This is an optimization exercise on Yosys and OpenROAD, whose aim is small area, a short achievable clock period and few clock cycles per item, not a production implementation.
RTL that was checked went through simulation tests only; none was proved equivalent to the original.
For runs 8 and 9, only the layout was checked, not whether the RTL still works.

## design.v

```verilog
module sha_1_core(
    clk,
    rstn,
    din,
    din_vld,
    use_pre_cv,
    sha_1_end,
    busy,
    dout,
    dout_vld
);
input wire clk;
input wire rstn;
input wire [31:0] din;
input wire din_vld;
input wire use_pre_cv;
input wire sha_1_end;
output reg busy;
output wire [159:0] dout;
output reg dout_vld;
localparam [31:0] H0_INIT = 32'h67452301,
                  H1_INIT = 32'hEFCDAB89,
                  H2_INIT = 32'h98BADCFE,
                  H3_INIT = 32'h10325476,
                  H4_INIT = 32'hC3D2E1F0;
reg [6:0] cnt;       
reg hvld;            
reg ivm;             
reg st1;             
reg [3:0] ph;        
wire fch  = ph[0];   
wire fmaj = ph[2];   
reg [4:0] fk;        
wire rot  = |fk;     
reg sr, sa;          
wire last = fk[4];   
reg idle;            
wire start = din_vld & idle;
always @(posedge clk or negedge rstn) begin
    if (!rstn) begin
        cnt      <= 7'd0;
        busy     <= 1'b0;
        idle     <= 1'b1;
        dout_vld <= 1'b0;
        hvld     <= 1'b0;
        st1      <= 1'b0;
        ph       <= 4'b0001;
        fk       <= 5'd0;
        sr       <= 1'b0;
        sa       <= 1'b0;
    end
    else begin
        dout_vld <= last;
        st1      <= start;
        fk       <= {fk[3:0], (cnt == 7'd77)};
        sr       <= (cnt == 7'd77) | fk[0] | fk[1];
        sa       <= fk[2] | fk[3];
        if (start) begin
            ph   <= 4'b0001;
        end
        else if (cnt == 7'd20 || cnt == 7'd40 || cnt == 7'd60) begin
            ph   <= {ph[2:0], 1'b0};
        end
        if (start) begin
            cnt  <= 7'd1;
            busy <= 1'b1;
            idle <= 1'b0;
        end
        else if (last) begin
            cnt  <= 7'd0;
            busy <= 1'b0;
            idle <= 1'b1;
            hvld <= 1'b1;
        end
        else if (!idle) begin
            cnt  <= cnt + 7'd1;
        end
    end
end
reg [31:0] w [0:15];
wire [31:0] w_xor = w[13] ^ w[8] ^ w[2] ^ w[0];
always @(posedge clk) begin
    w[15] <= din_vld ? din : {w_xor[30:0], w_xor[31]};
end
genvar i;
generate
    for (i = 0; i < 15; i = i + 1) begin: gen_w
        always @(posedge clk) w[i] <= w[i+1];
    end
endgenerate
reg [31:0] h0, h1, h2, h3, h4;
wire use_h = use_pre_cv & hvld;
wire [31:0] s1_ = use_h ? h1 : H1_INIT;
wire [31:0] s2_ = use_h ? h2 : H2_INIT;
wire [31:0] s3_ = use_h ? h3 : H3_INIT;
wire [31:0] s4_ = use_h ? h4 : H4_INIT;
wire [31:0] s0_ = ivm ? H0_INIT : h0;
always @(posedge clk) begin
    if (start)
        ivm <= ~use_h;
end
reg [31:0] a, b, c, d;
reg [31:0] pu, pv;
wire [31:0] cb = {b[1:0], b[31:2]};            
wire [31:0] f_ch  = (a & cb) | (~a & c);
wire [31:0] f_par = a ^ cb ^ c;
wire [31:0] f_maj = (a & cb) | (a & c) | (cb & c);
wire [31:0] f = fch ? f_ch : (fmaj ? f_maj : f_par);
wire [31:0] k = ({32{ph[0]}} & 32'h5A827999) | ({32{ph[1]}} & 32'h6ED9EBA1) |
                ({32{ph[2]}} & 32'h8F1BBCDC) | ({32{ph[3]}} & 32'hCA62C1D6);
wire [31:0] s1 = d ^ w[15] ^ k;
wire [31:0] c1 = (d & w[15]) | (d & k) | (w[15] & k);
wire [31:0] c1s = {c1[30:0], 1'b0};
wire [31:0] s2 = f ^ s1 ^ c1s;
wire [31:0] c2 = (f & s1) | (f & c1s) | (s1 & c1s);
wire [31:0] c2s = {c2[30:0], 1'b0};
always @(posedge clk) begin
    pu <= s2 ^ c2s;
    pv <= s2 & c2s;
end
wire [31:0] ra = {a[26:0], a[31:27]};
wire [31:0] s3 = ra ^ pu;
wire [31:0] c3 = pv | (ra & pu);
wire [31:0] a_next = s3 + {c3[30:0], 1'b0};
always @(posedge clk) begin
    if (start) begin
        a <= s1_;
        b <= {s2_[29:0], s2_[31:30]};
        c <= s3_;
        d <= s4_;
    end
    else begin
        if (st1)
            a <= s0_;
        else
            a <= a_next;
        b <= a;
        c <= cb;
        d <= c;
    end
end
wire [31:0] ff_x = ({32{sa}} & a) | ({32{sr}} & {a[1:0], a[31:2]});
reg [4:0] fv;
reg mh;
always @(posedge clk) begin
    fv <= {fv[3:0], (cnt == 7'd77) & sha_1_end & ivm};
    mh <= sha_1_end & ~ivm;
end
wire [31:0] ivk = ({32{fv[0]}} & H4_INIT) | ({32{fv[1]}} & H3_INIT) |
                  ({32{fv[2]}} & H2_INIT) | ({32{fv[3]}} & H1_INIT) |
                  ({32{fv[4]}} & H0_INIT);
wire [31:0] ff_h = ({32{mh}} & h4) | ivk;
wire [31:0] ff_sum = ff_h + ff_x;
always @(posedge clk) begin
    if (rot) begin
        h0 <= ff_sum;
        h1 <= h0;
        h2 <= h1;
        h3 <= h2;
        h4 <= h3;
    end
end
assign dout = {h0, h1, h2, h3, h4};
endmodule
```

## flow/run.sh

```bash
#!/bin/bash
# The standard layout (the standard.sh, synthesis unchanged), with the
# port buffers made from the smallest plain buffer instead of a delay cell.
set -euo pipefail
bash standard.sh "BUFFER_PORTS_ARGS=-buffer_cell sky130_fd_sc_hd__buf_1" finish > standard.log 2>&1
```

## standard.sh

```bash
#!/bin/bash
# synth_recipe.tcl (not shown) runs the flow's synth.tcl, then flattens the netlist and writes it again
# the make line also repeats each setting of config.mk as NAME=value (left out here)
make -C /OpenROAD-flow-scripts/flow DESIGN_CONFIG=/design/flow/config.mk WORK_HOME=/design/flow/orfs CLKGATE_MAP_FILE= SYNTH_SCRIPT=/design/flow/synth_recipe.tcl "${@:-finish}"
```

## config.mk

```make
export PLATFORM = sky130hd
export DESIGN_NAME = sha_1_core
export DESIGN_NICKNAME = sha_1_core
export VERILOG_FILES = /design/flow/design.v
export SDC_FILE = /design/flow/constraint.sdc
export NUM_CORES = 4
export LEC_CHECK = 0
export CAP_MARGIN = 20
export CORE_MARGIN = 2
export CORE_UTILIZATION = 40
export CTS_BUF_LIST = sky130_fd_sc_hd__clkbuf_8
export CTS_CLUSTER_DIAMETER = 50
export CTS_CLUSTER_SIZE = 20
export PLACE_DENSITY = 0.6
export SETUP_SLACK_MARGIN = 3.8
export SLEW_MARGIN = 20
```

## constraint.sdc

```tcl
create_clock -name core_clock -period 7.0 [get_ports {clk}]
set_input_delay 1.4000 -clock core_clock [delete_from_list [all_inputs] [get_ports {clk}]]
set_output_delay 1.4000 -clock core_clock [all_outputs]
set_load 0.01 [all_outputs]
```

==> results of run 1 <==
## logic make-up after synthesis
| logic type | Yosys count | synth area share (%) |
|---|---|---|
| DFF | 892 | 63.7 |
| xor gates and xnor gates | 161 | 4.59 |
| muxes | 65 | 2.23 |
| buffers and inverters | 217 | 2.65 |
| AOI/OAI and AO/OA | 444 | 10.2 |
| and+or+nand+nor | 361 | 5.33 |
| adders and majority gates | 222 | 11.3 |
## repair_timing
item / in CTS / in global routing
pin swaps: 13 / 27
buffers inserted: 19 / 6
setup endpoints to repair: 80 / 33
gates resized for setup: 46 / 42
## layer usage
layer / up-vias / global-route usage, %
met5: - / 0
met4: 0 / 7.08
met3: 119 / 2.60
met2: 592 / 30.9
met1: 9092 / 28.1
li1: 8580 / -
## final cells by class
class	instances	area, µm²
clock buffers	78	1070
diodes	1	2.50
well taps	1030	1290
fillers	7004	41200
multi-input cells	1253	10700
repair buffers	237	1060
inverters	144	541
clock inverters	49	554
flip-flops and latches	892	19600
## Yosys cell counts (all sizes together), types with 10 or more instances
cell type	number	share of area [%]
dfxtp	708	46
edfxtp	161	16
nand2	145	1.8
inv	143	1.7
xnor2	137	3.9
ha	128	5.2
a21oi	112	1.9
fa	94	6.1
nor2	87	1.1
o21ai	86	1.4
a22o	80	2.3
clkbuf	63	0.77
o22a	49	1.4
mux2i	37	1.2
a21o	31	0.76
or2	31	0.63
mux2	28	1.0
xor2	24	0.68
nor3	23	0.37
dfrtp	21	1.7
nand3	21	0.34
nor2b	13	0.26
o21a	12	0.30
a211oi	10	0.26
buf	10	0.13
nand2b	10	0.20
nand4	10	0.20
## worst min path at each step
stage / start / to / slack, ns / depth (start not counted)
6_report: w[3][15] / w[2][15] / 0.32 / 0
5_1_grt: w[7][22] / w[6][22] / 0.31 / 0
4_1_cts: w[7][22] / w[6][22] / 0.32 / 0
3_5_place_dp: w[12][4] / w[11][4] / 0.31 / 0
3_3_place_gp: w[14][7] / w[13][7] / 0.31 / 0
2_1_floorplan: w[1][0] / w[0][0] / 0.31 / 0
## through the flow
stage / hold slack (ns) / instances / utilization, % / instance area (µm²)
final: 0.319 / 3684 / 45.8 / 34800
after global routing: 0.314 / 3684 / 45.8 / 34800
after CTS: 0.316 / 3677 / 45.5 / 34600
after detailed placement: 0.312 / 3531 / 42.9 / 32600
after global placement: 0.310 / 3531 / 42.9 / 32600
after floorplan: 0.310 / 2362 / - / 30800
## registers in the layout, summed over array words and instances, names as in the netlist, 7 cells and up
name and count:
cnt 7, b 32, a 32, h1 32, d 32, c 32
h0 32, h2 32, w 512, h3 32, pu 32, h4 32
pv 30
==> flow_summary.ini, run 1 <==
[logic_synthesis]
ys_seq_elements = 892
synth-warning-count = 2
ys.flop_type = dfxtp_1
ys_seq_area_share_pct = 63.7
syn_area_mm2 = 0.0307
synth_edf_count = 161
async_reset_ff_share_pct = 2.58
ys_types = 70
syn_area_per_cell_um2 = 13.0
synth_nets = 2621
synth_cells = 2362

[clock_network]
path_clk_slew_ns = 0.11
cts_hold_buf = 0
htreeDepth = 3
cts_tree = yes
cts_made_buffers = 74
cts.sinks = 892
clockBufferDepth = 3
clockRootBuffer = clkbuf_8
clk_latency_ns = 0.70

[global_route]
grt_max_degree = 73
track_usage_pct = 19.7
antenna_found_initial = 1
grt_pass1_vias = 18700
overflow = 0
grt_pass1_wl_um = 117000

[worst_setup_path]
critPathCapture = h0[31]
ff2ff_setup_slack_ns = 3.81
crit_slowest_cell = dfrtp_4
critical_path.max_stage_delay_ns = 0.50
worstPathRequired_ns = 7.45
r2r_start = sa
r2r-end = h0[31]
crit_buf_inv = 2
crit_path_max_fanout = 7
worstPathArrival_ns = 3.64
worst-path-stages = 13
setup.worst_path.end_class = flop
cp-start-kind = flop
critPathKind = reg2reg
r2r.worst_path.cells = 13
critPathTopFamily = compound AO/OA/AOI/OAI gates
crit_path_frequent_cell = buf_4
crit_start = sa
cp_cell_sequence = buf_4 -> a22o_1 -> ha_1 -> a21o_1 -> a21oi_2 -> o21a_2 -> o41ai_4 -> buf_4 -> nor2_4 -> o31ai_4 -> a211o_4 -> a221oi_4 -> xnor2_1

[floorplanning]
die_x_um = 281
die_h_um = 281
die-area_mm2 = 0.0791
num_io_pins = 199
initial_core_util_pct = 40.4
core_mm2 = 0.0761
rows = 101

[detailed_routing]
routed_via_density = 4.99
wl_um = 77600
dr.max_layer_used = met4
antenna_left = 0
drtIter0Drc = 1529
met2_length_um = 35300
drc = 0
wl_per_cell_um = 21.1
dr_wl_met3_um = 4220
vias = 18400
wl_met1_um = 35700
dr.pass1.iters = 5

[sta]
finalCriticalPeriod_ns = 3.19
clock_skew_ns = 0.0448
fin_ws_ns = 3.81
finalHoldViolCount = 0
maxSlewViolCount = 0
max_slew.worst_pin.slew_ns = 1.04
fmax_mhz = 313
final.setup.tns_ns = 0
relSlewSlack_pct = 30.9
setup_viol = 0
post-route-period-util_pct = 45.6
rsz0062_at_grt = true

[layout]
layout_commonest_cell = dfxtp_1
drive_gt1_share_pct = 11.5
layout_common_cells = dfxtp_1, buf_1, edfxtp_1, inv_1, nand2_1
area_growth_pct = 13.3
finalNetCount = 2861

[place]
port_buffers = 198
dp_hpwl_um = 55800
place_congestion = 0.899
pre_cts_slack_ns = 2.91

[hold_path]
hold_path_class = reg2reg

[status]
outcome = timing/DRC/antenna clean

[run]
drv_cap = 0
Testbench counts, summed over its fixed seeds: cycles 15,936, blocks 192.
==> run 2: changes to the inputs <==
--- a/config.mk
+++ b/config.mk
@@ -13,4 +13,4 @@
 export CTS_CLUSTER_SIZE = 20
 export PLACE_DENSITY = 0.6
-export SETUP_SLACK_MARGIN = 3.8
+export SETUP_SLACK_MARGIN = 4.1
 export SLEW_MARGIN = 20
==> flow_summary.ini, run 2 <==
[worst_setup_path]
r2r_start = sr
crit_path_max_fanout = 7
ff2ff_setup_slack_ns = 3.79
r2r-end = h0[26]
critPathKind = reg2reg
worstPathArrival_ns = 3.63
worstPathRequired_ns = 7.42
cp-start-kind = flop
crit_start = sr
setup.worst_path.end_class = flop
critPathCapture = h0[26]
r2r.worst_path.cells = 12

[clock_network]
clk_latency_ns = 0.71
cts_hold_buf = 0
clockBufferDepth = 3
htreeDepth = 3
cts.sinks = 892
clockRootBuffer = clkbuf_8
path_clk_slew_ns = 0.10
cts_made_buffers = 74
cts_tree = yes

[layout]
fill_cells = 6882
largest_register_ffs = 512
finalNetCount = 2938
layout_commonest_cell = dfxtp_1
area_growth_pct = 18.0
regMostFlops = w
drive_gt1_share_pct = 17.7
layout_common_cells = dfxtp_1, buf_1, edfxtp_1, inv_1, nand2_1
final-instance-count-excl-fill = 3765

[floorplanning]
die_x_um = 281
die-area_mm2 = 0.0791
rows = 101
num_io_pins = 199
die_h_um = 281
initial_core_util_pct = 40.4
core_mm2 = 0.0761

[logic_synthesis]
synth_top_area_share_pct = 46.1
async_reset_ff_share_pct = 2.58
ys_seq_area_share_pct = 63.7
syn_area_mm2 = 0.0307
synth_cells = 2362
synth_nets = 2621
synth-warning-count = 2
synth_edf_count = 161
synth_common_cells = dfxtp_1, edfxtp_1, nand2_1, inv_1, xnor2_1
yosys.cell_count.top_type = dfxtp_1
ys.flop_type = dfxtp_1
synth_top_cell_by_area = dfxtp_1
ys_types = 70
syn_area_per_cell_um2 = 13.0
ys_seq_elements = 892
synth.area.top_cells = dfxtp_1, edfxtp_1, fa_1

[global_route]
grt_max_degree = 73
antenna_found_initial = 3
grt_pass1_wl_um = 119000
overflow = 0
track_usage_pct = 20.0
grt_pass1_vias = 19100

[sta]
finalHoldViolCount = 0
setup_viol = 0
post-route-period-util_pct = 45.9
finalCriticalPeriod_ns = 3.21
final.setup.tns_ns = 0
rsz0062_at_grt = true
relSlewSlack_pct = 37.7
max_slew.worst_pin.slew_ns = 0.934
maxSlewViolCount = 0
clock_skew_ns = 0.0408
fmax_mhz = 311

[status]
outcome = timing/DRC/antenna clean

[detailed_routing]
wl_per_cell_um = 21.3
dr.pass1.iters = 5
vias = 18900
routed_via_density = 5.03
wl_um = 80300
drtIter0Drc = 1438
antenna_left = 0
drc = 0

[place]
port_buffers = 198
place_inst = 3532
dp_hpwl_um = 55900
place_congestion = 0.922

[hold_path]
hold_path_class = reg2reg

[run]
drv_cap = 0
## run 2: how the worst min path moves through the flow
stage | endpoint | startpoint | slack [ns] | depth (start not counted)
2_1_floorplan | w[0][0] | w[1][0] | 0.31 | 0
3_3_place_gp | w[2][23] | w[3][23] | 0.31 | 0
5_1_grt | w[2][18] | w[3][18] | 0.33 | 0
6_report | w[2][18] | w[3][18] | 0.32 | 0
4_1_cts | w[2][18] | w[3][18] | 0.32 | 0
3_5_place_dp | w[10][31] | w[11][31] | 0.31 | 0
## run 2: through the flow
stage / cell area, µm² / worst slack (ns) / utilization [%] / hold slack, ns
after floorplan: 30800 / 3.98 / - / 0.310
after global placement: 32700 / 3.08 / 42.9 / 0.310
after detailed placement: 32700 / 3.05 / 42.9 / 0.312
after CTS: 35500 / 3.87 / 46.7 / 0.316
after global routing: 36300 / 3.64 / 47.7 / 0.327
final: 36300 / 3.79 / 47.7 / 0.321
## run 2: cell type report
type	count	area, µm²	share of cell area, %
Antenna cell	1	2.50	0.00690
Clock buffer	80	1100	3.04
Clock inverter	51	552	1.52
Inverter	144	543	1.50
Multi-Input combinational cell	1253	11400	31.3
Sequential cell	892	19700	54.3
Tap cell	1030	1290	3.55
Timing Repair Buffer	314	1720	4.74
## run 2: repair_timing
action / 4_1_cts / 5_1_grt
resized for setup: 157 / 81
gates cloned: 0 / 1
pin swaps: 44 / 46
buffers inserted: 55 / 45
endpoints found under the setup margin: 127 / 40
## run 2: layer usage
| metal | wire length, µm | part of all wire [%] | track usage (%) |
|---|---|---|---|
| met2 | 37100 | 46 | 31.4 |
| met4 | 2640 | 3.3 | 7.76 |
| met1 | 35800 | 45 | 27.9 |
| met5 | 0 | 0 | 0 |
| met3 | 4690 | 5.8 | 2.90 |
## run 2: logic make-up after synthesis
| family | count (synthesis) | share of synthesized area (%) |
|---|---|---|
| XOR/XNOR | 161 | 4.59 |
| AO/OA/AOI/OAI | 444 | 10.2 |
| adder cells (fa/ha/maj) | 222 | 11.3 |
| multiplexers | 65 | 2.23 |
| AND/OR/NAND/NOR | 361 | 5.33 |
| buffers and inverters | 217 | 2.65 |
| flip-flops | 892 | 63.7 |
## run 2: critical path: stages (launching register included)
cell	delay, ns
dfrtp_4	0.53
a22o_1	0.23
ha_2	0.19
fa_2	0.35
a21oi_2	0.16
o211ai_1	0.15
a221oi_4	0.38
a211oi_4	0.13
o211ai_2	0.29
a21oi_4	0.12
a21oi_2	0.16
o21ai_1	0.09
xnor2_1	0.15
==> run 3: changes to the inputs <==
==> config.mk (replaced) <==
export PLATFORM = sky130hd
export DESIGN_NAME = sha_1_core
export DESIGN_NICKNAME = sha_1_core
export VERILOG_FILES = /design/flow/design.v
export SDC_FILE = /design/flow/constraint.sdc
export NUM_CORES = 4
export LEC_CHECK = 0
export ABC_AREA = 1
export CAP_MARGIN = 20
export CORE_MARGIN = 2
export CORE_UTILIZATION = 40
export CTS_BUF_LIST = sky130_fd_sc_hd__clkbuf_8 sky130_fd_sc_hd__clkbuf_16
export CTS_CLUSTER_DIAMETER = 70
export CTS_CLUSTER_SIZE = 26
export PLACE_DENSITY = 0.6
export SETUP_SLACK_MARGIN = 3.8
export SLEW_MARGIN = 20
==> flow_summary.ini, run 3 <==
[layout]
finalNetCount = 3451
regMostFlops = w
antennaDiodeCount = 0
final_area_mm2 = 0.0356
drive_gt1_share_pct = 5.84
final_util_pct = 45.0
final-instance-count-excl-fill = 4267
layout_commonest_cell = dfxtp_1
layout_common_cells = dfxtp_1, nand2_1, inv_1, buf_1, o21ai_0
largest_register_ffs = 512
area_growth_pct = 11.2

[global_route]
grt_pass1_wl_um = 119000
overflow = 0
antenna_found_initial = 0
track_usage_pct = 19.2
grt_max_degree = 157
grt_pass1_vias = 19600

[floorplanning]
die_x_um = 287
initial_core_util_pct = 40.5
die-area_mm2 = 0.0824
num_io_pins = 199
die_h_um = 287
rows = 103
core_mm2 = 0.0791

[sta]
post-route-period-util_pct = 44.6
clock_skew_ns = 0.0402
relSlewSlack_pct = 38.8
fmax_mhz = 321
finalCriticalPeriod_ns = 3.12
final.setup.tns_ns = 0
finalHoldViolCount = 0
max_slew.worst_pin.slew_ns = 0.918
rsz0062_at_grt = false
setup_viol = 0
maxSlewViolCount = 0
holdWs_ns = 0.318
fin_ws_ns = 3.88

[place]
port_buffers = 198
place_congestion = 0.948
placed_area_mm2 = 0.0340
place_inst = 4190
dp_hpwl_um = 61000
pre_cts_slack_ns = 2.55

[logic_synthesis]
ys.flop_type = dfxtp_1
async_reset_ff_share_pct = 2.58
ys_seq_area_share_pct = 61.1
synth_top_area_share_pct = 44.2
synth_common_cells = dfxtp_1, nand2_1, inv_1, o21ai_0, nor2_1
synth_top_cell_by_area = dfxtp_1
synth-warning-count = 2
synth_edf_count = 161
ys_seq_elements = 892
syn_area_mm2 = 0.0321
ys_types = 48
yosys.cell_count.top_type = dfxtp_1
synth_cells = 2993
synth.area.top_cells = dfxtp_1, edfxtp_1, fa_1
syn_area_per_cell_um2 = 10.7
synth_nets = 3252

[run]
drv_cap = 0

[detailed_routing]
antenna_left = 0
routed_via_density = 4.82
vias = 20600
wl_um = 80200
drc = 0
dr.pass1.iters = 5
drtIter0Drc = 1615
wl_per_cell_um = 18.8

[status]
outcome = timing/DRC/antenna clean

[hold_path]
hold_path_class = reg2reg
min_delay_path_depth = 0

[worst_setup_path]
crit_path_max_fanout = 16
cp-start-kind = flop
critPathKind = reg2reg
setup.worst_path.end_class = flop
worstPathRequired_ns = 7.36
r2r.worst_path.cells = 8
worstPathArrival_ns = 3.48

[clock_network]
cts_tree = yes
cts.sinks = 892
cts_made_buffers = 45
clockRootBuffer = clkbuf_16
clk_latency_ns = 0.64
clockBufferDepth = 3
cts_hold_buf = 0
path_clk_slew_ns = 0.09
htreeDepth = 2
==> run 3: area by class of cell <==
class,instances,area (µm²)
multi-input cells,1635,10700
well taps,1050,1310
fillers,7501,43500
flip-flops and latches,892,19600
clock inverters,26,387
repair inverters,2,15.0
inverters,400,1510
clock buffers,46,1150
repair buffers,216,937
==> run 3: cells by family (layout without fill, tap and decap cells) <==
group | Yosys count | after routing | share of synthesized area (%)
AOI/OAI and AO/OA | 414 | 414 | 7.53
buffers and inverters | 466 | 690 | 5.56
DFF | 892 | 892 | 61.1
and+or+nand+nor | 874 | 874 | 11.5
xor gates and xnor gates | 125 | 125 | 3.42
adders and majority gates | 222 | 222 | 10.9
==> run 3: worst paths after layout <==
kind | from | end | slack, ns
min in group asynchronous | rstn | st1 | 0.74
setup / recovery | sa | h0[24] | 3.88
max in group asynchronous | rstn | ph[0] | 5.93
setup reg to reg | sa | h0[24] | 3.88
hold reg to reg | w[10][16] | w[9][16] | 0.32
hold / removal | w[10][16] | w[9][16] | 0.32
==> run 3: worst max-delay path, stage by stage, from the launching register on <==
cell	delay (ns)
dfrtp_1	0.57
clkinvlp_4	0.44
o22ai_1	0.32
ha_1	0.32
a21oi_1	0.22
o21ai_0	0.24
a21oi_1	0.25
o211ai_1	0.27
xor2_1	0.21
==> run 3: per-layer routing <==
layer | routed length, µm | part of all wire [%] | GRT usage, % | up-vias
li1 | - | - | - | 9982
met1 | 36200 | 45 | 27.1 | 9779
met2 | 36400 | 45 | 30.5 | 652
met3 | 4440 | 5.5 | 2.19 | 153
met4 | 3100 | 3.9 | 6.98 | 0
met5 | 0 | 0 | 0 | -
==> run 3: timing repair <==
item,CTS,global route
cloned,0,2
setup endpoints to repair,117,55
gates resized for setup,14,8
setup buffers,0,3
==> run 4: changes to the inputs <==
--- a/config.mk
+++ b/config.mk
@@ -6,5 +6,4 @@
 export NUM_CORES = 4
 export LEC_CHECK = 0
-export ABC_AREA = 1
 export CAP_MARGIN = 20
 export CORE_MARGIN = 2
@@ -14,4 +13,4 @@
 export CTS_CLUSTER_SIZE = 26
 export PLACE_DENSITY = 0.6
-export SETUP_SLACK_MARGIN = 3.8
+export SETUP_SLACK_MARGIN = 3.5
 export SLEW_MARGIN = 20
==> flow_summary.ini, run 4 <==
[logic_synthesis]
synth_top_cell_by_area = dfxtp_1
synthAdderAreaFrac_pct = 11.3
ys_types = 70
syn_area_mm2 = 0.0307
synth-warning-count = 2
async_reset_ff_share_pct = 2.58
synth_common_cells = dfxtp_1, edfxtp_1, nand2_1, inv_1, xnor2_1
muxShareOfSynthArea_pct = 2.23
yosys.cell_count.top_type = dfxtp_1
synth_edf_count = 161
synth_simple_gate_area_share_pct = 5.33
synth_cells = 2362
syn_area_per_cell_um2 = 13.0
synth_top_family_by_area = adder cells
yosys.area_share.xor_xnor_pct = 4.59
synth_top_area_share_pct = 46.1
synth.area.top_cells = dfxtp_1, edfxtp_1, fa_1
ys_seq_elements = 892
ys_seq_area_share_pct = 63.7
ys.flop_type = dfxtp_1
synth_compound_area_share_pct = 10.2
synth_nets = 2621

[sta]
finalCriticalPeriod_ns = 3.39
finalHoldViolCount = 0
maxSlewViolCount = 0
fmax_mhz = 295
fin_ws_ns = 3.61
setup_viol = 0
relSlewSlack_pct = 25.4
final.setup.tns_ns = 0
post-route-period-util_pct = 48.5
rsz0062_at_grt = false
clock_skew_ns = 0.0350
max_slew.worst_pin.slew_ns = 1.12

[detailed_routing]
dr.pass1.iters = 5
antenna_left = 0
drc = 0
vias = 18300
drtIter0Drc = 1590
wl_um = 77800
routed_via_density = 5.05
wl_per_cell_um = 21.5

[layout]
largest_register_ffs = 512
area_growth_pct = 11.8
final_util_pct = 45.2
layout_common_cells = dfxtp_1, buf_1, edfxtp_1, inv_1, nand2_1
finalNetCount = 2824
drive_gt1_share_pct = 7.99
layout_commonest_cell = dfxtp_1
regMostFlops = w
final_area_mm2 = 0.0344
fill_cells = 6955
antennaDiodeCount = 0

[clock_network]
cts.sinks = 892
clockRootBuffer = clkbuf_16
cts_tree = yes
path_clk_slew_ns = 0.09
htreeDepth = 2
cts_hold_buf = 0
clockBufferDepth = 3
cts_made_buffers = 47
clk_latency_ns = 0.63

[floorplanning]
rows = 101
die_h_um = 281
initial_core_util_pct = 40.4
num_io_pins = 199
core_mm2 = 0.0761
die_x_um = 281
die-area_mm2 = 0.0791

[run]
drv_cap = 0

[place]
dp_hpwl_um = 56300
placed_area_mm2 = 0.0326
pre_cts_slack_ns = 3.00
port_buffers = 198
place_congestion = 0.906

[global_route]
busiest_layer = met2
grt_pass1_vias = 18300
grt_pass1_wl_um = 117000
track_usage_pct = 19.7
use_met3_pct = 2.87
antenna_found_initial = 0
met2_usage_pct = 30.5
grtUsageMet1_pct = 28.8
grt_max_degree = 80
overflow = 0

[worst_setup_path]
critical_path.max_stage_delay_ns = 0.43
setup.worst_path.end_class = flop
worstPathArrival_ns = 3.85
crit_path_frequent_cell = ha_1
crit_slowest_cell = dfxtp_2
critPathTopFamily = compound AO/OA/AOI/OAI gates
worstPathRequired_ns = 7.46
crit_path_max_fanout = 7
critPathKind = reg2reg
crit_buf_inv = 0
cp_cell_sequence = ha_1 -> or2_2 -> ha_1 -> a21o_1 -> a31o_2 -> o21ai_4 -> a2bb2oi_4 -> o211a_4 -> o21ai_2 -> a221o_1 -> xnor2_1 -> a21oi_1
cp-start-kind = flop

[status]
outcome = timing/DRC/antenna clean

[hold_path]
hold_path_class = reg2reg
## run 4: logic make-up (layout without fill, tap and decap cells)
family	Yosys count	count (layout)
compound gates	444	444
xor+xnor	161	161
fa+ha+maj	222	222
buf+inv	217	445
flops	892	892
mux	65	65
simple gates	361	361
## run 4: stage by stage
stage               instances  hold slack (ns)
floorplan                2362            0.310
global placement         3530            0.310
detailed placement       3530            0.312
CTS                      3607            0.329
global route             3620            0.326
finish                   3620            0.324
## run 4: timing repair
item / in CTS / in global routing
gates resized for setup: 14 / 14
setup endpoints to repair: 14 / 20
pin swaps: 1 / 5
setup buffers: 3 / 13
## run 4: metal layers
| metal | part of all wire (%) | wire (µm) |
|---|---|---|
| met4 | 2.4 | 1850 |
| met1 | 46 | 35700 |
| met3 | 6.4 | 4950 |
| met2 | 45 | 35300 |
| met5 | 0 | 0 |
## run 4: cell type report
| class | count | area (µm²) | area share, % |
|---|---|---|---|
| sequential | 892 | 19600 | 57.0 |
| multi-input combinational | 1253 | 10500 | 30.5 |
| tap | 1030 | 1290 | 3.75 |
| clock buffer | 48 | 1200 | 3.50 |
| timing repair buffer | 227 | 970 | 2.82 |
| inverter | 144 | 541 | 1.57 |
| clock inverter | 26 | 289 | 0.841 |
## run 4: final timing paths
kind | cells past startpoint | slack [ns] | start | end
max reg2reg | 12 | 3.61 | a[31] | a[30]
min in group asynchronous | 2 | 0.75 | rstn | dout_vld
max in group asynchronous | 2 | 5.88 | rstn | ph[0]
min | 0 | 0.32 | w[3][15] | w[2][15]
max | 12 | 3.61 | a[31] | a[30]
min reg2reg | 0 | 0.32 | w[3][15] | w[2][15]
==> run 5: changes to the inputs <==
--- a/config.mk
+++ b/config.mk
@@ -13,4 +13,4 @@
 export CTS_CLUSTER_SIZE = 26
 export PLACE_DENSITY = 0.6
-export SETUP_SLACK_MARGIN = 3.5
+export SETUP_SLACK_MARGIN = 3.8
 export SLEW_MARGIN = 20
==> flow_summary.ini, run 5 <==
[clock_network]
clockBufferDepth = 3
htreeDepth = 2
clk_latency_ns = 0.62
cts.sinks = 892
clockRootBuffer = clkbuf_16
cts_tree = yes
cts_made_buffers = 47
path_clk_slew_ns = 0.09
cts_hold_buf = 0

[place]
dp_hpwl_um = 55800
place_congestion = 0.899
place_inst = 3531
port_buffers = 198
placed_area_mm2 = 0.0326

[logic_synthesis]
synth_top_area_share_pct = 46.1
ys_seq_elements = 892
ys_seq_area_share_pct = 63.7
syn_area_per_cell_um2 = 13.0
synth_top_cell_by_area = dfxtp_1
synth_cells = 2362
ys.flop_type = dfxtp_1
syn_area_mm2 = 0.0307
ys_types = 70
synth-warning-count = 2
synth.area.top_cells = dfxtp_1, edfxtp_1, fa_1
synth_common_cells = dfxtp_1, edfxtp_1, nand2_1, inv_1, xnor2_1
synth_edf_count = 161
yosys.cell_count.top_type = dfxtp_1
async_reset_ff_share_pct = 2.58
synth_nets = 2621

[sta]
max_slew.worst_pin.slew_ns = 1.05
rsz0062_at_grt = true
setup_viol = 0
finalHoldViolCount = 0
relSlewSlack_pct = 30.0
clock_skew_ns = 0.0332
maxSlewViolCount = 0
finalCriticalPeriod_ns = 3.18
final.setup.tns_ns = 0
fmax_mhz = 315
post-route-period-util_pct = 45.4

[worst_setup_path]
critPathCapture = h0[30]
cp_cell_sequence = buf_4 -> buf_6 -> a22o_1 -> ha_1 -> a21oi_1 -> nand2_1 -> a31oi_2 -> a211oi_4 -> o211ai_2 -> a21oi_4 -> a21oi_2 -> o21ai_1 -> xor2_1
cp-start-kind = flop
worstPathRequired_ns = 7.37
r2r-end = h0[30]
critPathTopFamily = compound AO/OA/AOI/OAI gates
crit_start = sa
r2r.worst_path.cells = 13
worstPathArrival_ns = 3.54
ff2ff_setup_slack_ns = 3.82
critical_path.max_stage_delay_ns = 0.51
crit_path_max_fanout = 16
worst-path-stages = 13
crit_buf_inv = 2
critPathKind = reg2reg
crit_slowest_cell = dfrtp_4
setup.worst_path.end_class = flop
r2r_start = sa

[layout]
layout_common_cells = dfxtp_1, buf_1, edfxtp_1, inv_1, nand2_1
final_area_mm2 = 0.0348
finalNetCount = 2832
regMostFlops = w
layout_commonest_cell = dfxtp_1
final-instance-count-excl-fill = 3631
drive_gt1_share_pct = 10.2
final_util_pct = 45.7
fill_cells = 6973
area_growth_pct = 13.2
largest_register_ffs = 512

[detailed_routing]
drtIter0Drc = 1492
wl_per_cell_um = 21.2
dr.pass1.iters = 6
routed_via_density = 5.03
antenna_left = 0
vias = 18300
wl_um = 77100
drc = 0
dr_wl_met3_um = 4210
wl_met1_um = 35300
met2_length_um = 35500
dr.max_layer_used = met4

[floorplanning]
die_x_um = 281
num_io_pins = 199
die_h_um = 281
initial_core_util_pct = 40.4
core_mm2 = 0.0761
die-area_mm2 = 0.0791
rows = 101

[hold_path]
hold_path_class = reg2reg
hold_path.startpoint = w[1][27]

[run]
drv_cap = 0

[global_route]
track_usage_pct = 19.5
overflow = 0
antenna_found_initial = 0
grt_max_degree = 73
grt_pass1_vias = 18500
grt_pass1_wl_um = 116000

[status]
outcome = timing/DRC/antenna clean
-- run 5: worst reg2reg max path: stages, from the launching register on --
cell      delay [ns]
dfrtp_4         0.51
buf_4           0.19
buf_6           0.17
a22o_1          0.24
ha_1            0.38
a21oi_1         0.19
nand2_1         0.10
a31oi_2         0.25
a211oi_4        0.12
o211ai_2        0.27
a21oi_4         0.11
a21oi_2         0.17
o21ai_1         0.09
xor2_1          0.14
-- run 5: logic make-up after synthesis --
| family | after synthesis | share of synthesized area, % |
|---|---|---|
| flip-flops | 892 | 63.7 |
| buffers and inverters | 217 | 2.65 |
| AO/OA/AOI/OAI | 444 | 10.2 |
| adder cells (fa/ha/maj) | 222 | 11.3 |
| XOR/XNOR | 161 | 4.59 |
| AND/OR/NAND/NOR | 361 | 5.33 |
| multiplexers | 65 | 2.23 |
-- run 5: what timing repair did --
| item | CTS | global route |
|---|---|---|
| resized for setup | 53 | 48 |
| setup buffers | 19 | 4 |
| setup endpoints to repair | 79 | 29 |
| pin swaps | 13 | 22 |
-- run 5: per-stage QoR --
stage | hold slack, ns | worst slack, ns
CTS | 0.324 | 3.78
detailed placement | 0.312 | 2.91
floorplan | 0.310 | 3.81
global placement | 0.310 | 2.98
global route | 0.334 | 3.68
finish | 0.323 | 3.82
-- run 5: layout make-up --
| class | instances | area (µm²) | area share [%] |
|---|---|---|---|
| clock inverter | 26 | 287 | 0.823 |
| antenna | 1 | 2.50 | 0.00719 |
| clock buffer | 50 | 1240 | 3.56 |
| tap | 1030 | 1290 | 3.70 |
| inverter | 144 | 542 | 1.56 |
| timing repair buffer | 235 | 1060 | 3.04 |
| multi-input combinational | 1253 | 10800 | 30.9 |
| sequential | 892 | 19600 | 56.4 |
-- run 5: worst min-delay path by stage --
stage               slack (ns)  cells past startpoint  endpoint
floorplan                 0.31                      0   w[0][0]
global placement          0.31                      0  w[13][7]
detailed placement        0.31                      0  w[11][4]
CTS                       0.32                      0  w[6][22]
global route              0.33                      0  w[6][22]
finish                    0.32                      0  w[0][27]
-- run 5: routing by layer --
metal | global-route usage (%) | up-vias
met4 | 5.81 | 0
met1 | 28.1 | 9086
met2 | 31.1 | 567
met5 | 0 | -
met3 | 2.24 | 101
li1 | - | 8507
==> run 6: changes to the inputs <==
--- a/config.mk
+++ b/config.mk
@@ -6,5 +6,5 @@
 export NUM_CORES = 4
 export LEC_CHECK = 0
-export CAP_MARGIN = 20
+export CAP_MARGIN = 5
 export CORE_MARGIN = 2
 export CORE_UTILIZATION = 40
@@ -14,3 +14,3 @@
 export PLACE_DENSITY = 0.6
 export SETUP_SLACK_MARGIN = 3.8
-export SLEW_MARGIN = 20
+export SLEW_MARGIN = 5
==> flow_summary.ini, run 6 <==
[global_route]
grt_pass1_vias = 18500
track_usage_pct = 19.5
antenna_found_initial = 0
overflow = 0
grt_pass1_wl_um = 116000
grt_max_degree = 73

[detailed_routing]
vias = 18300
drc = 0
drtIter0Drc = 1492
dr.pass1.iters = 6
wl_per_cell_um = 21.2
antenna_left = 0
routed_via_density = 5.03
wl_um = 77100

[sta]
finalHoldViolCount = 0
finalCriticalPeriod_ns = 3.18
maxSlewViolCount = 0
fmax_mhz = 315
rsz0062_at_grt = true
post-route-period-util_pct = 45.4
setup_viol = 0
relSlewSlack_pct = 30.0
max_slew.worst_pin.slew_ns = 1.05
clock_skew_ns = 0.0332
final.setup.tns_ns = 0

[logic_synthesis]
synth_top_cell_by_area = dfxtp_1
ys_types = 70
synth_top_area_share_pct = 46.1
syn_area_mm2 = 0.0307
synth-warning-count = 2
synth_cells = 2362
ys.flop_type = dfxtp_1
yosys.cell_count.top_type = dfxtp_1
ys_seq_elements = 892
synth_common_cells = dfxtp_1, edfxtp_1, nand2_1, inv_1, xnor2_1
synth.area.top_cells = dfxtp_1, edfxtp_1, fa_1
synth_nets = 2621
async_reset_ff_share_pct = 2.58
ys_seq_area_share_pct = 63.7
syn_area_per_cell_um2 = 13.0
synth_edf_count = 161

[worst_setup_path]
cp-start-kind = flop
crit_path_max_fanout = 16
cp_cell_sequence = buf_4 -> buf_6 -> a22o_1 -> ha_1 -> a21oi_1 -> nand2_1 -> a31oi_2 -> a211oi_4 -> o211ai_2 -> a21oi_4 -> a21oi_2 -> o21ai_1 -> xor2_1
crit_slowest_cell = dfrtp_4
ff2ff_setup_slack_ns = 3.82
r2r_start = sa
critPathKind = reg2reg
critPathTopFamily = compound AO/OA/AOI/OAI gates
setup.worst_path.end_class = flop
r2r-end = h0[30]
critical_path.max_stage_delay_ns = 0.51
r2r.worst_path.cells = 13
worstPathRequired_ns = 7.37
worstPathArrival_ns = 3.54
crit_buf_inv = 2

[clock_network]
htreeDepth = 2
cts_hold_buf = 0
path_clk_slew_ns = 0.09
cts.sinks = 892
clk_latency_ns = 0.62
cts_tree = yes
cts_made_buffers = 47
clockBufferDepth = 3
clockRootBuffer = clkbuf_16

[status]
outcome = timing/DRC/antenna clean

[place]
placed_area_mm2 = 0.0326
place_congestion = 0.899
dp_hpwl_um = 55800
port_buffers = 198

[floorplanning]
die_x_um = 281
die-area_mm2 = 0.0791
num_io_pins = 199
initial_core_util_pct = 40.4
core_mm2 = 0.0761
rows = 101
die_h_um = 281

[layout]
finalNetCount = 2832
layout_commonest_cell = dfxtp_1
drive_gt1_share_pct = 10.2
area_growth_pct = 13.2
largest_register_ffs = 512
final_area_mm2 = 0.0348
fill_cells = 6973
regMostFlops = w
layout_common_cells = dfxtp_1, buf_1, edfxtp_1, inv_1, nand2_1

[hold_path]
min_to = w[0][27]
hold_path.startpoint = w[1][27]
min_delay_path_depth = 0
hold_path_class = reg2reg

[run]
drv_cap = 0
## run 6: cell counts after synthesis
Identical to the previous run, type by type.
## run 6: cell type report
type | instances | area [µm²] | share of cell area (%)
sequential | 892 | 19600 | 56.4
clock buffer | 50 | 1240 | 3.56
timing repair buffer | 235 | 1060 | 3.04
clock inverter | 26 | 287 | 0.823
antenna | 1 | 2.50 | 0.00719
tap | 1030 | 1290 | 3.70
inverter | 144 | 542 | 1.56
multi-input combinational | 1253 | 10800 | 30.9
## run 6: per-stage QoR
| step | setup WS (ns) | std cells | utilization, % | hold slack, ns |
|---|---|---|---|---|
| 2_1_floorplan | 3.81 | 2362 | - | 0.310 |
| 3_3_place_gp | 2.98 | 3531 | 42.9 | 0.310 |
| 3_5_place_dp | 2.91 | 3531 | 42.9 | 0.312 |
| 4_1_cts | 3.78 | 3626 | 45.4 | 0.324 |
| 5_1_grt | 3.68 | 3630 | 45.7 | 0.334 |
| 6_report | 3.82 | 3631 | 45.7 | 0.323 |
## run 6: cells by family after synthesis
kind of cell	synth area share (%)
AOI/OAI and AO/OA	10.2
xor gates and xnor gates	4.59
and+or+nand+nor	5.33
buffers and inverters	2.65
adders and majority gates	11.3
muxes	2.23
DFF	63.7
## run 6: repair_timing
action | CTS | global route
gates resized for setup | 53 | 48
setup buffers | 19 | 4
setup endpoints to repair | 79 | 29
pin swaps | 13 | 22
gates cloned | 0 | 0
## run 6: worst max-delay path by stage
stage,from,endpoint,cells past startpoint
final,sa,h0[30],13
after global placement,din_vld,a[27],7
after detailed placement,din_vld,a[18],7
after CTS,sr,h0[24],12
after global routing,sr,h0[26],12
after floorplan,sr,h0[24],13
## run 6: metal layers
layer | track usage, % | vias to the layer above | routed length [µm]
met4 | 5.81 | 0 | 2100
met2 | 31.1 | 567 | 35500
met3 | 2.24 | 101 | 4210
met5 | 0 | - | 0
met1 | 28.1 | 9086 | 35300
li1 | - | 8507 | -
==> run 7: changes to the inputs <==
--- a/config.mk
+++ b/config.mk
@@ -6,5 +6,5 @@
 export NUM_CORES = 4
 export LEC_CHECK = 0
-export CAP_MARGIN = 5
+export CAP_MARGIN = 20
 export CORE_MARGIN = 2
 export CORE_UTILIZATION = 40
@@ -12,5 +12,6 @@
 export CTS_CLUSTER_DIAMETER = 70
 export CTS_CLUSTER_SIZE = 26
+export GPL_TIMING_DRIVEN = 0
 export PLACE_DENSITY = 0.6
-export SETUP_SLACK_MARGIN = 3.8
-export SLEW_MARGIN = 5
+export SETUP_SLACK_MARGIN = 3.9
+export SLEW_MARGIN = 20
==> flow_summary.ini, run 7 <==
[logic_synthesis]
synth_top_area_share_pct = 46.1
async_reset_ff_share_pct = 2.58
synth_top_cell_by_area = dfxtp_1
ys_types = 70
syn_area_mm2 = 0.0307
synth_common_cells = dfxtp_1, edfxtp_1, nand2_1, inv_1, xnor2_1
ys.flop_type = dfxtp_1
syn_area_per_cell_um2 = 13.0
synth_edf_count = 161
synth_nets = 2621
synth.area.top_cells = dfxtp_1, edfxtp_1, fa_1
ys_seq_area_share_pct = 63.7
yosys.cell_count.top_type = dfxtp_1
synth-warning-count = 2
ys_seq_elements = 892
synth_cells = 2362

[layout]
finalNetCount = 2921
layout_commonest_cell = dfxtp_1
regArea_mm2 = 0.0196
drive_gt1_share_pct = 12.6
fill_cells = 6903
regMostFlops = w
largest_register_ffs = 512
final_area_mm2 = 0.0355
multi_input_area_mm2 = 0.0109
area_growth_pct = 15.4
layout_common_cells = dfxtp_1, buf_1, edfxtp_1, inv_1, nand2_1

[worst_setup_path]
crit_path_max_fanout = 5
ff2ff_setup_slack_ns = 3.70
r2r-end = h0[26]
critPathKind = reg2reg
worstPathRequired_ns = 7.38
r2r.worst_path.cells = 13
cp_cell_sequence = buf_8 -> a22o_1 -> ha_2 -> fa_2 -> a21oi_4 -> o211ai_1 -> a221oi_4 -> a211oi_4 -> o211ai_2 -> a21oi_4 -> a21oi_2 -> o21ai_1 -> xnor2_1
worstPathArrival_ns = 3.68
crit_slowest_cell = dfrtp_2
r2r_start = sa
setup.worst_path.end_class = flop
crit_path_frequent_cell = a21oi_4
cp-start-kind = flop
critical_path.max_stage_delay_ns = 0.46

[detailed_routing]
drtIter0Drc = 1548
wl_per_cell_um = 22.8
antenna_left = 0
dr_wl_met3_um = 5430
dr.max_layer_used = met5
met2_length_um = 38800
drc = 0
vias = 19000
wl_um = 84700
routed_via_density = 5.12
wl_met1_um = 35900
dr.pass1.iters = 5

[sta]
finalHoldViolCount = 0
fmax_mhz = 303
rsz0062_at_grt = true
relSlewSlack_pct = 23.8
clock_skew_ns = 0.0276
final.setup.tns_ns = 0
setup_viol = 0
finalCriticalPeriod_ns = 3.30
max_slew.worst_pin.slew_ns = 1.13
post-route-period-util_pct = 47.1
maxSlewViolCount = 0

[clock_network]
cts.sinks = 892
cts_tree = yes
cts_hold_buf = 0
clockBufferDepth = 3
path_clk_slew_ns = 0.10
cts_made_buffers = 45
htreeDepth = 2
clockRootBuffer = clkbuf_16
clk_latency_ns = 0.63

[global_route]
track_usage_pct = 21.3
overflow = 0
grt_pass1_vias = 19300
grt_pass1_wl_um = 124000
antenna_found_initial = 3
grt_max_degree = 58

[floorplanning]
die-area_mm2 = 0.0791
die_h_um = 281
initial_core_util_pct = 40.4
die_x_um = 281
rows = 101
core_mm2 = 0.0761
num_io_pins = 199

[hold_path]
hold_path_class = reg2reg
min_to = w[11][5]
hold_path.startpoint = w[12][5]
min_delay_path_depth = 0

[place]
place_congestion = 0.927
placed_area_mm2 = 0.0329
dp_hpwl_um = 63200
port_buffers = 198

[run]
drv_cap = 0

[status]
outcome = timing/DRC/antenna clean
[run 7: kinds of logic after synthesis]
logic type	after synthesis	synth area share [%]
buf+inv	217	2.65
fa+ha+maj	222	11.3
flops	892	63.7
mux	65	2.23
compound gates	444	10.2
simple gates	361	5.33
xor+xnor	161	4.59
[run 7: how the worst max path moves through the flow]
| stage | slack [ns] | cells after the start | endpoint | from |
|---|---|---|---|---|
| 6_report | 3.70 | 13 | h0[26] | sa |
| 5_1_grt | 3.60 | 13 | h0[26] | sr |
| 4_1_cts | 3.67 | 13 | h0[26] | sr |
| 3_5_place_dp | 2.71 | 8 | pu[19] | ph[2] |
| 3_3_place_gp | 2.60 | 8 | pu[7] | ph[2] |
| 2_1_floorplan | 3.94 | 13 | h0[24] | sr |
[run 7: metal layers]
layer,global-route usage (%),vias to the layer above
li1,-,8676
met1,28.1,9419
met2,34.3,743
met3,3.35,194
met4,10.4,2
met5,0,-
[run 7: stage by stage]
step	worst slack, ns	util [%]	hold slack, ns	cells
6_report	3.70	46.7	0.324	3716
5_1_grt	3.60	46.7	0.335	3715
4_1_cts	3.67	46.2	0.330	3701
3_5_place_dp	2.71	43.3	0.312	3593
3_3_place_gp	2.60	43.1	0.310	3590
2_1_floorplan	3.94	-	0.310	2362
[run 7: layout make-up]
cell class,count,area share [%]
Timing Repair Buffer,253,3.45
Sequential cell,892,55.3
Clock inverter,22,0.846
Buffer,73,1.16
Tap cell,1030,3.63
Multi-Input combinational cell,1253,30.8
Inverter,144,1.53
Antenna cell,2,0.0141
Clock buffer,47,3.28
[run 7: timing repair]
action,4_1_cts,5_1_grt
buffers inserted,39,13
pin swaps,39,29
setup endpoints to repair,147,57
resized for setup,129,60
[run 7: critical path: cells and delay by family (launching register included)]
kind | cells | cell delay, ns
compound gates | 9 | 1.70
xor+xnor | 1 | 0.16
fa+ha+maj | 2 | 0.56
buf+inv | 1 | 0.14
flops | 1 | 0.46
==> run 8: changes to the inputs <==
--- a/design.v
+++ b/design.v
@@ -33,5 +33,4 @@
 reg [4:0] fk;        
 wire rot  = |fk;     
-reg sr, sa;          
 wire last = fk[4];   
 reg idle;            
@@ -47,6 +46,4 @@
         ph       <= 4'b0001;
         fk       <= 5'd0;
-        sr       <= 1'b0;
-        sa       <= 1'b0;
     end
     else begin
@@ -54,6 +51,4 @@
         st1      <= start;
         fk       <= {fk[3:0], (cnt == 7'd77)};
-        sr       <= (cnt == 7'd77) | fk[0] | fk[1];
-        sa       <= fk[2] | fk[3];
         if (start) begin
             ph   <= 4'b0001;
@@ -140,5 +135,12 @@
     end
 end
-wire [31:0] ff_x = ({32{sa}} & a) | ({32{sr}} & {a[1:0], a[31:2]});
+reg [31:0] ax;
+always @(posedge clk) begin
+    if (fk[2] | fk[3])
+        ax <= a_next;
+    else
+        ax <= {a_next[1:0], a_next[31:2]};
+end
+wire [31:0] ff_x = ax;
 reg [4:0] fv;
 reg mh;
--- a/config.mk
+++ b/config.mk
@@ -12,6 +12,5 @@
 export CTS_CLUSTER_DIAMETER = 70
 export CTS_CLUSTER_SIZE = 26
-export GPL_TIMING_DRIVEN = 0
 export PLACE_DENSITY = 0.6
-export SETUP_SLACK_MARGIN = 3.9
+export SETUP_SLACK_MARGIN = 3.8
 export SLEW_MARGIN = 20
==> flow_summary.ini, run 8 <==
[sta]
holdWs_ns = 0.326
final.setup.tns_ns = 0
relSlewSlack_pct = 35.3
maxSlewViolCount = 0
max_slew.worst_pin.slew_ns = 0.962
finalHoldViolCount = 0
fmax_mhz = 296
post-route-period-util_pct = 48.3
rsz0062_at_grt = true
fin_ws_ns = 3.62
clock_skew_ns = 0.0294
setup_viol = 0
finalCriticalPeriod_ns = 3.38

[logic_synthesis]
synth_top_cell_by_area = dfxtp_1
synth_edf_count = 161
synth_common_cells = dfxtp_1, edfxtp_1, nand2_1, inv_1, xnor2_1
synth_nets = 2669
ys_seq_elements = 922
ys_types = 63
ys.flop_type = dfxtp_1
ys_seq_area_share_pct = 64.5
syn_area_mm2 = 0.0313
synth.area.top_cells = dfxtp_1, edfxtp_1, fa_1
synth-warning-count = 2
synth_cells = 2410
synth_top_area_share_pct = 47.4
async_reset_ff_share_pct = 2.28
yosys.cell_count.top_type = dfxtp_1
syn_area_per_cell_um2 = 13.0

[clock_network]
path_clk_slew_ns = 0.10
htreeDepth = 2
cts_made_buffers = 50
cts_tree = yes
clk_latency_ns = 0.64
clockRootBuffer = clkbuf_16
clockBufferDepth = 3
cts.sinks = 922
cts_hold_buf = 0

[floorplanning]
core_mm2 = 0.0775
initial_core_util_pct = 40.4
rows = 102
num_io_pins = 199
die-area_mm2 = 0.0805
die_x_um = 284
die_h_um = 284

[layout]
antennaDiodeCount = 0
regMostFlops = w
layout_commonest_cell = dfxtp_1
finalNetCount = 2901
drive_gt1_share_pct = 12.0
regArea_mm2 = 0.0202
layout_common_cells = dfxtp_1, buf_1, edfxtp_1, nand2_1, inv_1
largest_register_ffs = 512
fill_cells = 6946
area_growth_pct = 14.8
final_util_pct = 46.3
multi_input_area_mm2 = 0.0110

[worst_setup_path]
cp_cell_sequence = nand2_1 -> nand2_1 -> ha_1 -> nand4_1 -> nor2_1 -> o31a_1 -> a311o_2 -> o41ai_4 -> nand2b_1 -> a31o_2 -> mux2i_1 -> a2111oi_2
worstPathRequired_ns = 7.42
critPathCapture = h0[29]
worstPathArrival_ns = 3.80
crit_path_max_fanout = 5
r2r_start = h4[9]
critical_path.max_stage_delay_ns = 0.60
critPathKind = reg2reg
crit_path_frequent_cell = nand2_1
ff2ff_setup_slack_ns = 3.62
r2r.worst_path.cells = 12
cp-start-kind = flop
crit_slowest_cell = edfxtp_1
r2r-end = h0[29]
setup.worst_path.end_class = flop
crit_start = h4[9]

[hold_path]
hold_path_class = reg2reg

[global_route]
antenna_found_initial = 0
grt_max_degree = 80
overflow = 0
grt_pass1_vias = 19000
grt_pass1_wl_um = 118000
track_usage_pct = 19.1

[place]
port_buffers = 198
place_congestion = 0.890
pre_cts_slack_ns = 2.81
dp_hpwl_um = 56000

[detailed_routing]
drc = 0
vias = 18500
drtIter0Drc = 1092
routed_via_density = 4.99
wl_um = 78100
antenna_left = 0
dr.pass1.iters = 5
wl_per_cell_um = 21.0

[status]
outcome = timing/DRC/antenna clean

[run]
drv_cap = 0
run 8: changes by cell type after synthesis, moves of 5 or more:
cell	previous run	this run
xnor2_1	137	142
xor2_1	24	18
dfxtp_1	708	740
nor2_1	86	94
nand2_1	145	158
nand4_1	10	5
a22o_1	80	49
and2_1	0	5
a211oi_1	9	15
mux2i_1	37	48
o21ai_0	79	100
run 8: repair_timing:
item / CTS / global route
setup buffers: 15 / 25
gates resized for setup: 92 / 74
endpoints found under the setup margin: 149 / 38
pin swaps: 25 / 41
cloned: 1 / 0
run 8: per-layer routing:
| layer | routed length, µm | global-route usage (%) | part of all wire (%) |
|---|---|---|---|
| met2 | 36600 | 31.3 | 47 |
| met5 | 0 | 0 | 0 |
| met1 | 35000 | 26.5 | 45 |
| met3 | 4410 | 2.74 | 5.6 |
| met4 | 2140 | 5.37 | 2.7 |
run 8: final cells by class:
cell class,instances,area share (%)
multi-input cells,1272,30.7
repair buffers,249,3.17
flip-flops and latches,922,56.4
inverters,147,1.54
well taps,1040,3.62
clock buffers,53,3.66
clock inverters,30,0.979
run 8: how the worst min path moves through the flow:
stage	from	to	slack [ns]	cells after the start
6_report	w[1][14]	w[0][14]	0.33	0
5_1_grt	w[1][28]	w[0][28]	0.33	0
4_1_cts	w[1][14]	w[0][14]	0.33	0
3_5_place_dp	w[14][22]	w[13][22]	0.31	0
3_3_place_gp	w[14][28]	w[13][28]	0.31	0
2_1_floorplan	w[1][0]	w[0][0]	0.31	0
run 8: logic make-up after synthesis:
logic type	share of synthesized area, %
and+or+nand+nor	5.46
AOI/OAI and AO/OA	9.28
adders and majority gates	11.1
muxes	2.54
xor gates and xnor gates	4.48
DFF	64.5
buffers and inverters	2.60
run 8: worst max-delay path, delay by kind of cell, from the launching register on:
kind                       cells  cell delay, ns
AOI/OAI and AO/OA              5            1.47
DFF                            1            0.60
and+or+nand+nor                5            0.59
adders and majority gates      1            0.37
muxes                          1            0.13
run 8: metrics by stage:
stage	cells	instance area (µm²)
after detailed placement	3589	33200
after global routing	3713	35900
final	3713	35900
after global placement	3589	33200
after floorplan	2410	31300
after CTS	3688	35400
==> run 9: changes to the inputs <==
--- a/config.mk
+++ b/config.mk
@@ -13,4 +13,4 @@
 export CTS_CLUSTER_SIZE = 26
 export PLACE_DENSITY = 0.6
-export SETUP_SLACK_MARGIN = 3.8
+export SETUP_SLACK_MARGIN = 4.1
 export SLEW_MARGIN = 20
==> flow_summary.ini, run 9 <==
[status]
outcome = timing/DRC/antenna clean

[floorplanning]
num_io_pins = 199
rows = 102
initial_core_util_pct = 40.4
die_h_um = 284
core_mm2 = 0.0775
die-area_mm2 = 0.0805
die_x_um = 284

[detailed_routing]
routed_via_density = 5.02
wl_um = 78400
antenna_left = 0
drc = 0
vias = 18800
wl_per_cell_um = 20.9
drtIter0Drc = 1364
dr.pass1.iters = 6

[layout]
finalNetCount = 2945
final-instance-count-excl-fill = 3752
layout_commonest_cell = dfxtp_1
regMostFlops = w
antennaDiodeCount = 0
drive_gt1_share_pct = 15.3
largest_register_ffs = 512
layout_common_cells = dfxtp_1, buf_1, edfxtp_1, inv_1, nand2_1
area_growth_pct = 17.1

[worst_setup_path]
r2r_start = fv[1]
crit_start = fv[1]
crit_slowest_cell = a311o_2
cp-start-kind = flop
setup.worst_path.end_class = flop
worstPathRequired_ns = 7.38
crit_path_max_fanout = 4
cp_cell_sequence = nor3_4 -> buf_4 -> buf_6 -> nand2_2 -> ha_4 -> a21o_1 -> a21o_1 -> a311o_2 -> o41ai_4 -> nand2b_1 -> a31o_4 -> buf_6 -> a21oi_2 -> xnor2_1
critPathKind = reg2reg
critical_path.max_stage_delay_ns = 0.42
worstPathArrival_ns = 3.75

[logic_synthesis]
synthAdderAreaFrac_pct = 11.1
muxShareOfSynthArea_pct = 2.54
synth_compound_area_share_pct = 9.28
synth_common_cells = dfxtp_1, edfxtp_1, nand2_1, inv_1, xnor2_1
synth_top_cell_by_area = dfxtp_1
synth.area.top_cells = dfxtp_1, edfxtp_1, fa_1
synth_top_area_share_pct = 47.4
yosys.cell_count.top_type = dfxtp_1
ys_types = 63
synth_nets = 2669
synth_simple_gate_area_share_pct = 5.46
ys_seq_elements = 922
ys_seq_area_share_pct = 64.5
ys.flop_type = dfxtp_1
synth-warning-count = 2
syn_area_mm2 = 0.0313
syn_area_per_cell_um2 = 13.0
synth_top_family_by_area = adder cells
synth_cells = 2410
synth_edf_count = 161
async_reset_ff_share_pct = 2.28
yosys.area_share.xor_xnor_pct = 4.48

[clock_network]
clk_latency_ns = 0.62
cts_tree = yes
clockRootBuffer = clkbuf_16
clockBufferDepth = 3
path_clk_slew_ns = 0.10
cts_hold_buf = 0
cts.sinks = 922
htreeDepth = 2
cts_made_buffers = 47

[place]
place_congestion = 0.873
port_buffers = 198
dp_hpwl_um = 55900
pre_cts_slack_ns = 3.14
place_inst = 3591

[global_route]
antenna_found_initial = 0
grt_max_degree = 68
track_usage_pct = 19.0
overflow = 0
grt_pass1_vias = 19000
grt_pass1_wl_um = 118000

[sta]
fmax_mhz = 297
max_slew.worst_pin.slew_ns = 0.985
fin_ws_ns = 3.63
final.setup.tns_ns = 0
rsz0062_at_grt = true
post-route-period-util_pct = 48.1
finalHoldViolCount = 0
clock_skew_ns = 0.0268
relSlewSlack_pct = 33.8
maxSlewViolCount = 0
setup_viol = 0
finalCriticalPeriod_ns = 3.37

[hold_path]
hold_path_class = reg2reg
hold_path.startpoint = w[12][20]

[run]
drv_cap = 0
run 9: worst max-delay path, delay by kind of cell, from the launching register on:
| family | cells | cell delay [ns] |
|---|---|---|
| AND/OR/NAND/NOR | 3 | 0.56 |
| XOR/XNOR | 1 | 0.08 |
| adder cells (fa/ha/maj) | 1 | 0.25 |
| buffers and inverters | 3 | 0.38 |
| flip-flops | 1 | 0.37 |
| AO/OA/AOI/OAI | 6 | 1.49 |
run 9: final cells by class:
class	instances	area [µm²]
Timing Repair Buffer	296	1560
Tap cell	1040	1300
Multi-Input combinational cell	1272	11400
Inverter	147	554
Clock inverter	26	254
Sequential cell	922	20300
Fill cell	6838	40900
Clock buffer	49	1210
run 9: what timing repair did:
item / 4_1_cts / 5_1_grt
setup buffers: 45 / 40
pin swaps: 68 / 54
cloned: 1 / 0
endpoints found under the setup margin: 189 / 144
gates resized for setup: 193 / 87
run 9: logic make-up (layout without fill, tap and decap cells):
group,Yosys count,count (layout)
AO/OA/AOI/OAI,433,433
XOR/XNOR,160,160
adder cells (fa/ha/maj),222,222
buffers and inverters,217,518
flip-flops,922,922
multiplexers,76,76
AND/OR/NAND/NOR,380,381
run 9: path summary, 6_finish.rpt:
path	cells past startpoint	slack, ns	end
min	0	0.32	w[11][20]
max reg2reg	14	3.63	h0[27]
max	14	3.63	h0[27]
min in group asynchronous	2	0.76	dout_vld
min reg2reg	0	0.32	w[11][20]
max in group asynchronous	2	5.92	idle
run 9: per-stage QoR:
step                hold WS [ns]  area (µm²)  util (%)
global placement           0.310       33300      43.0
global route               0.330       36600      47.3
CTS                        0.325       36000      46.4
finish                     0.323       36600      47.3
floorplan                  0.310       31400         -
detailed placement         0.312       33300      43.0
run 9: per-layer routing:
metal	part of all wire, %	up-vias	global-route usage [%]	wire length (µm)
met1	45	9386	26.7	35300
li1	-	8725	-	-
met5	0	-	0	0
met2	46	608	30.5	36200
met4	2.8	0	5.30	2180
met3	6.0	117	2.77	4680

[static timing again, ports no longer ideal]
The flow's constraints put no driver on any port. The routed layouts listed below were extracted and timed again, unchanged, in two steps.
Step 1 sets driving cells, clkbuf_16 on the clock port and buf_2 on the other inputs (assumed; they add their load-dependent delay and slew).
Step 2 adds t to the input delays and takes it off the output delays; t is the mean of the earliest and latest rising clock arrival at the registers after step 1. Input paths then give back, and output paths get back, about the clock's delay inside the block.
Slacks: ideal / step 1 / step 2; pairs: ideal / step 1.
run | t, ns | slack for setup (ns) | latest minus earliest clock arrival (ns) | worst data-port slew with drivers (ns)
run 1 | 0.728 | 3.806 / 3.806 / 3.260 | 0.045 / 0.045 | 0.08
run 2 | 0.738 | 3.787 / 3.787 / 3.512 | 0.041 / 0.041 | 0.11
run 3 | 0.672 | 3.881 / 3.881 / 3.370 | 0.049 / 0.049 | 0.05
run 4 | 0.676 | 3.607 / 3.607 / 3.395 | 0.039 / 0.039 | 0.09
run 5 | 0.669 | 3.823 / 3.823 / 3.344 | 0.035 / 0.035 | 0.07
run 6 | 0.669 | 3.823 / 3.823 / 3.344 | 0.035 / 0.035 | 0.07
run 7 | 0.685 | 3.701 / 3.701 / 3.272 | 0.028 / 0.028 | 0.10
run 8 | 0.682 | 3.617 / 3.617 / 3.360 | 0.030 / 0.030 | 0.05
run 9 | 0.673 | 3.634 / 3.634 / 3.507 | 0.027 / 0.027 | 0.06
After both steps every run listed still meets setup and hold. The setup slack of run 1, which loses most, moves by 0.000 ns with the drivers and by -0.546 ns with both steps.
